This is an optimization exercise on Yosys and OpenROAD, whose aim is small area, not a production implementation.
RTL that was checked went through simulation tests only; none was proved equivalent to the original.
The clock port is modelled as an ideal driver, which makes a skipped or thinned clock tree look cheaper than it is; a real chip needs a root buffer or a tree.
Power and IR drop assume default switching activity.

==> 07-20: inputs <==
==> flow/design.v <==
module smoothing (clk, reset, data, smooth);
	input logic clk, reset;
	input logic [11:0] data;
	output logic [11:0] smooth;
	logic [1523:0] hist;
	logic [11:0] nold;
	logic [6:0] count;
	logic full;
	logic full_next;
	logic [18:0] sum;
	assign smooth = sum[18:7];
	logic [7:0] cc;
	logic [6:0] count_inc;
	assign cc[0] = 1'b1;
	genvar g;
	generate
		for (g = 0; g < 7; g++) begin : inc
			assign count_inc[g] = count[g] ^ cc[g];
			assign cc[g+1] = count[g] & cc[g];
		end
	endgenerate
	assign full_next = ~reset & (full | cc[7]);
	logic [11:0] cs_s;
	logic [12:0] cs_c;
	logic [12:0] rc;
	logic [11:0] lo;
	assign cs_c[0] = 1'b1;
	assign rc[0] = 1'b0;
	generate
		for (g = 0; g < 12; g++) begin : csa
			assign cs_s[g] = sum[g] ^ data[g] ^ nold[g];
			assign cs_c[g+1] = (sum[g] & data[g]) | (sum[g] & nold[g]) | (data[g] & nold[g]);
			assign lo[g] = cs_s[g] ^ cs_c[g] ^ rc[g];
			assign rc[g+1] = (cs_s[g] & cs_c[g]) | (cs_s[g] & rc[g]) | (cs_c[g] & rc[g]);
		end
	endgenerate
	logic up, down;
	logic [7:0] uc;
	logic [6:0] hi;
	assign up = cs_c[12] & rc[12];
	assign down = ~(cs_c[12] | rc[12]);
	assign uc[0] = up;
	generate
		for (g = 0; g < 7; g++) begin : upd
			assign hi[g] = sum[12+g] ^ down ^ uc[g];
			assign uc[g+1] = (sum[12+g] & down) | (sum[12+g] & uc[g]) | (down & uc[g]);
		end
	endgenerate
	always_ff @(posedge clk) begin
		hist <= {hist[1511:0], data};
		nold <= ~(hist[1523:1512] & {12{full_next}});
		full <= full_next;
		if (reset) begin
			count <= 0;
			sum <= 0;
		end
		else begin
			count <= count_inc;
			sum <= {hi, lo};
		end
	end
endmodule
==> flow/flow/run.sh <==
#!/bin/bash
# Standard layout, with the clock tree built without dummy loads and with
# smaller port buffers. Each make step's log is under orfs/logs; make's own
# output goes to make.log here.
set -euo pipefail
export CTS_ARGS="-sink_clustering_enable -repair_clock_nets -dont_use_dummy_load -buf_list {sky130_fd_sc_hd__clkbuf_16} -sink_clustering_size 30 -sink_clustering_max_diameter 60"
export BUFFER_PORTS_ARGS="-buffer_cell sky130_fd_sc_hd__buf_1"
bash standard.sh > make.log 2>&1
==> flow/standard.sh <==
#!/bin/bash
# synth_recipe.tcl (not shown) runs the flow's synth.tcl, then flattens the netlist and writes it again
# the make line also repeats each setting of config.mk as NAME=value (left out here)
make -C /OpenROAD-flow-scripts/flow DESIGN_CONFIG=/design/flow/config.mk WORK_HOME=/design/flow/orfs CLKGATE_MAP_FILE= SYNTH_SCRIPT=/design/flow/synth_recipe.tcl "${@:-finish}"
==> flow/config.mk <==
export PLATFORM = sky130hd
export DESIGN_NAME = smoothing
export DESIGN_NICKNAME = smoothing
export VERILOG_FILES = /design/flow/design.v
export SDC_FILE = /design/flow/constraint.sdc
export NUM_CORES = 4
export LEC_CHECK = 0
export ABC_AREA = 1
export CAP_MARGIN = 20
export CORE_MARGIN = 2
export CORE_UTILIZATION = 50
export SLEW_MARGIN = 20
==> flow/constraint.sdc <==
create_clock -name core_clock -period 20.0 [get_ports {clk}]
set_input_delay 4.0000 -clock core_clock [delete_from_list [all_inputs] [get_ports {clk}]]
set_output_delay 4.0000 -clock core_clock [all_outputs]
set_load 0.01 [all_outputs]
==> inputs of 03-02, as changes to 07-20 <==
==> flow/design.v (replaced) <==
module smoothing (clk, reset, data, smooth);
	input logic clk, reset;
	input logic [11:0] data;
	output logic [11:0] smooth;
	logic [1535:0] hist;
	logic [6:0] count;
	logic full;
	logic [18:0] sum;
	logic [11:0] oldest;
	assign oldest = full ? hist[1535:1524] : 12'd0;
	assign smooth = sum[18:7];
	always_ff @(posedge clk) begin
		hist <= {hist[1523:0], data};
	end
	always_ff @(posedge clk) begin
		if (reset) begin
			count <= 0;
			full <= 0;
			sum <= 0;
		end
		else begin
			count <= count + 1'b1;
			if (&count) full <= 1'b1;
			sum <= sum + {7'd0, data} - {7'd0, oldest};
		end
	end
endmodule
==> flow/run.sh (new file) <==
#!/bin/bash
# synth_recipe.tcl (not shown) runs the flow's synth.tcl, then flattens the netlist and writes it again
# the make line also repeats each setting of config.mk as NAME=value (left out here)
make -C /OpenROAD-flow-scripts/flow DESIGN_CONFIG=/design/flow/config.mk WORK_HOME=/design/flow/orfs CLKGATE_MAP_FILE= SYNTH_SCRIPT=/design/flow/synth_recipe.tcl finish
- CORE_UTILIZATION: 50 -> 70
removed: flow/flow/run.sh
removed: flow/standard.sh
==> inputs of 01-26, as changes to 07-20 <==
==> flow/design.v (replaced) <==
module smoothing (clk, reset, data, smooth);
	input logic clk, reset;
	input logic [11:0] data;
	output logic [11:0] smooth;
	logic [1535:0] hist;
	logic [6:0] count;
	logic full;
	logic [18:0] sum;
	logic [11:0] oldest;
	assign oldest = full ? hist[1535:1524] : 12'd0;
	assign smooth = sum[18:7];
	always_ff @(posedge clk) begin
		hist <= {hist[1523:0], data};
	end
	always_ff @(posedge clk) begin
		if (reset) begin
			count <= 0;
			full <= 0;
			sum <= 0;
		end
		else begin
			count <= count + 1'b1;
			if (&count) full <= 1'b1;
			sum <= sum + {7'd0, data} - {7'd0, oldest};
		end
	end
endmodule
==> flow/run.sh (new file) <==
#!/bin/bash
# synth_recipe.tcl (not shown) runs the flow's synth.tcl, then flattens the netlist and writes it again
# the make line also repeats each setting of config.mk as NAME=value (left out here)
make -C /OpenROAD-flow-scripts/flow DESIGN_CONFIG=/design/flow/config.mk WORK_HOME=/design/flow/orfs CLKGATE_MAP_FILE= SYNTH_SCRIPT=/design/flow/synth_recipe.tcl finish
- CORE_UTILIZATION: 50 -> 25
removed: flow/flow/run.sh
removed: flow/standard.sh
==> run summary <==
CP Depth: 03-02 15; 07-20 27; 01-26 1
Tot Pwr: 03-02 6.19 mW; 07-20 4.75 mW; 01-26 6.14 mW
Met3 Track Usage GR: 03-02 0.0489; 07-20 0.0243; 01-26 0.0200
Synth Area per Inst: 03-02 17.3 sq um; 07-20 18.8 sq um; 01-26 17.3 sq um
Area of the die: 03-02 49200 sq um; 07-20 67000 sq um; 01-26 136000 sq um
Reg2reg path depth: 03-02 15; 07-20 26; 01-26 13
Buffers plus inverters on the worst setup path: 03-02 4; 07-20 4; 01-26 1
Final critical path time including I/O delays and setup: 03-02 5.89 ns; 07-20 9.78 ns; 01-26 5.85 ns
Non-Clock Buffer Area Fraction: 03-02 0.00647; 07-20 0.00288; 01-26 0.00623
Iter 0 DRT Violations: 03-02 731; 07-20 521; 01-26 485
Share of cell area taken by multi-input logic gates: 03-02 0.0369; 07-20 0.0265; 01-26 0.0355
Run status: 03-02 complete, no violations; 07-20 complete, no violations; 01-26 complete, no violations
Area of all placed cells without fillers: 03-02 38700 sq um; 07-20 35200 sq um; 01-26 40200 sq um
Only the layout flow was run in 07-20; the RTL was not checked for function there.

========
==> v3: inputs <==
Another version of the RTL of smoothing (not shown whole).
==> flow/config.mk <==
export PLATFORM = sky130hd
export DESIGN_NAME = smoothing
export DESIGN_NICKNAME = smoothing
export VERILOG_FILES = /design/flow/design.v
export SDC_FILE = /design/flow/constraint.sdc
export NUM_CORES = 4
export LEC_CHECK = 0
export ABC_AREA = 1
export CAP_MARGIN = 20
export CORE_MARGIN = 2
export CORE_UTILIZATION = 50
export PLACE_DENSITY = 0.85
export SLEW_MARGIN = 20
==> flow/constraint.sdc <==
create_clock -name core_clock -period 20.0 [get_ports {clk}]
set_input_delay 4.0000 -clock core_clock [delete_from_list [all_inputs] [get_ports {clk}]]
set_output_delay 4.0000 -clock core_clock [all_outputs]
set_load 0.01 [all_outputs]
standard.sh (not shown) runs the stock make flow with config.mk's settings and CLKGATE_MAP_FILE= SYNTH_SCRIPT=/design/flow/synth_recipe.tcl, a recipe that flattens the netlist after the stock synthesis.
==> flow/flow/run.sh <==
#!/bin/bash
# Standard layout, with the clock tree built without dummy loads, leaf clock
# buffers downsized where slew allows (post_cts.tcl), power recovery sizing
# down non-critical gates, and smaller port buffers. Each make step's log is
# under orfs/logs; make's own output goes to make.log here.
set -euo pipefail
here=$(cd "$(dirname "$0")" && pwd)
export CTS_ARGS="-sink_clustering_enable -repair_clock_nets -dont_use_dummy_load -buf_list {sky130_fd_sc_hd__clkbuf_16} -sink_clustering_size 36 -sink_clustering_max_diameter 50"
export POST_CTS_TCL="$here/post_cts.tcl"
export BUFFER_PORTS_ARGS="-buffer_cell sky130_fd_sc_hd__buf_1"
export RECOVER_POWER=100
bash standard.sh > make.log 2>&1
==> flow/flow/post_cts.tcl <==
set limit 0.120
set max_sinks 44
set sizes {sky130_fd_sc_hd__clkbuf_2 sky130_fd_sc_hd__clkbuf_4 sky130_fd_sc_hd__clkbuf_8}
set block [ord::get_db_block]

proc net_sink_slew {net} {
  set worst 0
  foreach p [get_pins -of_objects $net -filter "direction==input"] {
    set s [get_property $p slew_max]
    if {$s > $worst} { set worst $s }
  }
  return $worst
}
proc leaf_nets {} {
  set r {}
  foreach n [[ord::get_db_block] getNets] {
    if {[string match "clknet_leaf*" [$n getName]]} { lappend r $n }
  }
  return $r
}
proc sinks_of {dbnet} {
  set r {}
  foreach it [$dbnet getITerms] { if {[$it isInputSignal]} { lappend r $it } }
  return $r
}
proc driver_inst {dbnet} {
  foreach it [$dbnet getITerms] { if {[$it isOutputSignal]} { return [$it getInst] } }
  return ""
}
proc inst_xy {inst} {
  set b [$inst getBBox]
  return [list [expr {([$b xMin] + [$b xMax]) / 2}] [expr {([$b yMin] + [$b yMax]) / 2}]]
}

estimate_parasitics -placement
# Dissolve leaf clusters, smallest first: hand each of its flip-flops to the
# nearest other leaf buffer that has room, and keep the change only if every
# leaf that took some stays under the slew limit.
set merged 0
set tried {}
while {1} {
  set leaves {}
  foreach n [leaf_nets] {
    if {[lsearch -exact $tried [$n getName]] >= 0} continue
    lappend leaves [list [llength [sinks_of $n]] [$n getName]]
  }
  if {[llength $leaves] == 0} break
  set leaves [lsort -integer -index 0 $leaves]
  lassign [lindex $leaves 0] cnt name
  lappend tried $name
  set net [$block findNet $name]
  set drv [driver_inst $net]
  set others {}
  foreach n2 [leaf_nets] {
    if {[$n2 getName] eq $name} continue
    lassign [inst_xy [driver_inst $n2]] x2 y2
    dict set others [$n2 getName] [list $x2 $y2 [llength [sinks_of $n2]]]
  }
  set moves {}
  set ok 1
  foreach it [sinks_of $net] {
    lassign [inst_xy [$it getInst]] x y
    set best ""; set bd 1e18
    dict for {n2 v} $others {
      lassign $v x2 y2 c2
      if {$c2 >= $max_sinks} continue
      set d [expr {abs($x2 - $x) + abs($y2 - $y)}]
      if {$d < $bd} { set bd $d; set best $n2 }
    }
    if {$best eq ""} { set ok 0; break }
    set v [dict get $others $best]
    dict set others $best [list [lindex $v 0] [lindex $v 1] [expr {[lindex $v 2] + 1}]]
    lappend moves [list $it $best]
  }
  if {!$ok} continue
  set touched {}
  foreach m $moves {
    lassign $m it t
    $it disconnect
    $it connect [$block findNet $t]
    if {[lsearch -exact $touched $t] < 0} { lappend touched $t }
  }
  estimate_parasitics -placement
  set worst 0
  foreach t $touched {
    set s [net_sink_slew [get_nets $t]]
    if {$s > $worst} { set worst $s }
  }
  if {$worst <= $limit} {
    puts "post_cts: dissolved $name ($cnt sinks) into [llength $touched] leaves, slew [format %.3f $worst]"
    set inpin [$drv findITerm A]
    $inpin disconnect
    odb::dbInst_destroy $drv
    odb::dbNet_destroy $net
    incr merged
    set tried {}
  } else {
    foreach m $moves {
      lassign $m it t
      $it disconnect
      $it connect $net
    }
    estimate_parasitics -placement
  }
}
estimate_parasitics -placement
puts "post_cts: merged $merged leaf clusters"

set saved 0
foreach net [leaf_nets] {
  set inst [driver_inst $net]
  set master [[$inst getMaster] getName]
  set sinst [get_cells [$inst getName]]
  foreach cand $sizes {
    replace_cell $sinst $cand
    if {[net_sink_slew [get_nets [$net getName]]] <= $limit} {
      puts "post_cts: [$inst getName] $master -> $cand ([llength [sinks_of $net]] sinks)"
      incr saved
      break
    }
    replace_cell $sinst $master
  }
}
puts "post_cts: downsized $saved leaf clock buffers"
detailed_placement
check_placement -verbose
estimate_parasitics -placement
report_clock_skew
==> v39 (differences from v3) <==
--- a/flow/flow/run.sh
+++ b/flow/flow/run.sh
@@ -7,3 +7,3 @@
 here=$(cd "$(dirname "$0")" && pwd)
-export CTS_ARGS="-sink_clustering_enable -repair_clock_nets -dont_use_dummy_load -buf_list {sky130_fd_sc_hd__clkbuf_16} -sink_clustering_size 36 -sink_clustering_max_diameter 50"
+export CTS_ARGS="-sink_clustering_enable -repair_clock_nets -dont_use_dummy_load -buf_list {sky130_fd_sc_hd__clkbuf_16} -sink_clustering_size 36 -sink_clustering_max_diameter 60"
 export POST_CTS_TCL="$here/post_cts.tcl"
==> flow/flow/post_cts.tcl (replaced) <==
set limit 0.114
set max_sinks 44
set sizes {sky130_fd_sc_hd__clkbuf_2 sky130_fd_sc_hd__clkbuf_4 sky130_fd_sc_hd__clkbuf_8}
set block [ord::get_db_block]

proc net_sink_slew {net} {
  set worst 0
  foreach p [get_pins -of_objects $net -filter "direction==input"] {
    set s [get_property $p slew_max]
    if {$s > $worst} { set worst $s }
  }
  return $worst
}
proc leaf_nets {} {
  set r {}
  foreach n [[ord::get_db_block] getNets] {
    if {[string match "clknet_leaf*" [$n getName]]} { lappend r $n }
  }
  return $r
}
proc sinks_of {dbnet} {
  set r {}
  foreach it [$dbnet getITerms] { if {[$it isInputSignal]} { lappend r $it } }
  return $r
}
proc driver_inst {dbnet} {
  foreach it [$dbnet getITerms] { if {[$it isOutputSignal]} { return [$it getInst] } }
  return ""
}
proc inst_xy {inst} {
  set b [$inst getBBox]
  return [list [expr {([$b xMin] + [$b xMax]) / 2}] [expr {([$b yMin] + [$b yMax]) / 2}]]
}

estimate_parasitics -placement
set merged 0
set changed 1
while {$changed} {
  set changed 0
  # smallest leaf first
  set leaves {}
  foreach n [leaf_nets] { lappend leaves [list [llength [sinks_of $n]] [$n getName]] }
  set leaves [lsort -integer -index 0 $leaves]
  foreach entry $leaves {
    lassign $entry cnt name
    set net [$block findNet $name]
    if {$net eq "NULL" || $net eq ""} continue
    set drv [driver_inst $net]
    lassign [inst_xy $drv] x y
    # candidate targets by distance
    set cands {}
    foreach n2 [leaf_nets] {
      if {[$n2 getName] eq $name} continue
      set c2 [llength [sinks_of $n2]]
      if {$c2 + $cnt > $::max_sinks} continue
      lassign [inst_xy [driver_inst $n2]] x2 y2
      lappend cands [list [expr {abs($x2 - $x) + abs($y2 - $y)}] [$n2 getName]]
    }
    set cands [lsort -integer -index 0 $cands]
    foreach c [lrange $cands 0 2] {
      set target [$block findNet [lindex $c 1]]
      set moved [sinks_of $net]
      foreach it $moved { $it disconnect; $it connect $target }
      estimate_parasitics -placement
      set s [net_sink_slew [get_nets [$target getName]]]
      if {$s <= $limit} {
        puts "post_cts: merged $name ($cnt sinks) into [$target getName], slew [format %.3f $s]"
        set inpin [$drv findITerm A]
        $inpin disconnect
        odb::dbInst_destroy $drv
        odb::dbNet_destroy $net
        incr merged
        set changed 1
        break
      }
      foreach it $moved { $it disconnect; $it connect $net }
    }
    if {$changed} break
  }
}
estimate_parasitics -placement
puts "post_cts: merged $merged leaf clusters"

set saved 0
foreach net [leaf_nets] {
  set inst [driver_inst $net]
  set master [[$inst getMaster] getName]
  set sinst [get_cells [$inst getName]]
  foreach cand $sizes {
    replace_cell $sinst $cand
    if {[net_sink_slew [get_nets [$net getName]]] <= $limit} {
      puts "post_cts: [$inst getName] $master -> $cand ([llength [sinks_of $net]] sinks)"
      incr saved
      break
    }
    replace_cell $sinst $master
  }
}
puts "post_cts: downsized $saved leaf clock buffers"
detailed_placement
check_placement -verbose
estimate_parasitics -placement
report_clock_skew
- PLACE_DENSITY: 0.85 -> default
==> v1 (differences from v3) <==
==> flow/flow/run.sh (replaced) <==
#!/bin/bash
# Standard layout, with the clock tree built without dummy loads and with
# smaller port buffers. Each make step's log is under orfs/logs; make's own
# output goes to make.log here.
set -euo pipefail
export CTS_ARGS="-sink_clustering_enable -repair_clock_nets -dont_use_dummy_load -buf_list {sky130_fd_sc_hd__clkbuf_16} -sink_clustering_size 36 -sink_clustering_max_diameter 60"
export BUFFER_PORTS_ARGS="-buffer_cell sky130_fd_sc_hd__buf_1"
bash standard.sh > make.log 2>&1
- PLACE_DENSITY: 0.85 -> default
removed: flow/flow/post_cts.tcl
==> notes <==
Synthesized cell count is the same in v39 and v1.
Final cell count is about the same in v3 and v1.
Against v1, the clock skew of v3 is lower by 11 ps.
Sequential power is about the same in v1 and v3.
Die area is the same in v3 and v1.
In clock power, v1 and v3 hardly differ.
Between v3 and v1, the lower core utilization is in v3 (gap 0.051 points).
v1 passed the timing, design-rule and antenna checks. v39 died in clock tree synthesis. v3 passed the timing, design-rule and antenna checks.
In non-clock buffer count, v3 and v1 do not differ.

re-timing with driven ports:
No port has a modelled driver above. Below, the same layouts with a new extraction and two added sets of constraints. Step 1 sets driving cells, clkbuf_16 on the clock port and buf_2 on the other inputs (assumed; they add their load-dependent delay and slew). Step 2 adds t to the input delays and takes it off the output delays; t is the mean of the earliest and latest rising clock arrival at the registers after step 1. Input paths then give back, and output paths get back, about the clock's delay inside the block. a / b / c = ideal / step 1 / step 2; a / b = the first two.
run	t (ns)	slack for setup (ns)	hold slack, ns	clock arrival spread, ns	cell pins on the clock port's net
07-20	0.634	10.218 / 10.240 / 9.606	0.282 / 0.282 / 0.282	0.064 / 0.064	1
03-02	0.768	14.111 / 14.138 / 13.370	0.293 / 0.293 / 0.293	0.045 / 0.045	1
01-26	0.746	14.150 / 14.094 / 13.566	0.308 / 0.308 / 0.308	0.021 / 0.021	1
v3	0.648	8.216 / 8.231 / 7.583	0.294 / 0.294 / 0.294	0.062 / 0.062	1
v1	0.668	8.503 / 8.537 / 7.869	0.267 / 0.267 / 0.267	0.068 / 0.067	1
After both steps setup and hold are still met in every run listed. The setup slack of 03-02, which loses most, moves by +0.027 ns with the drivers and by -0.741 ns with both steps.
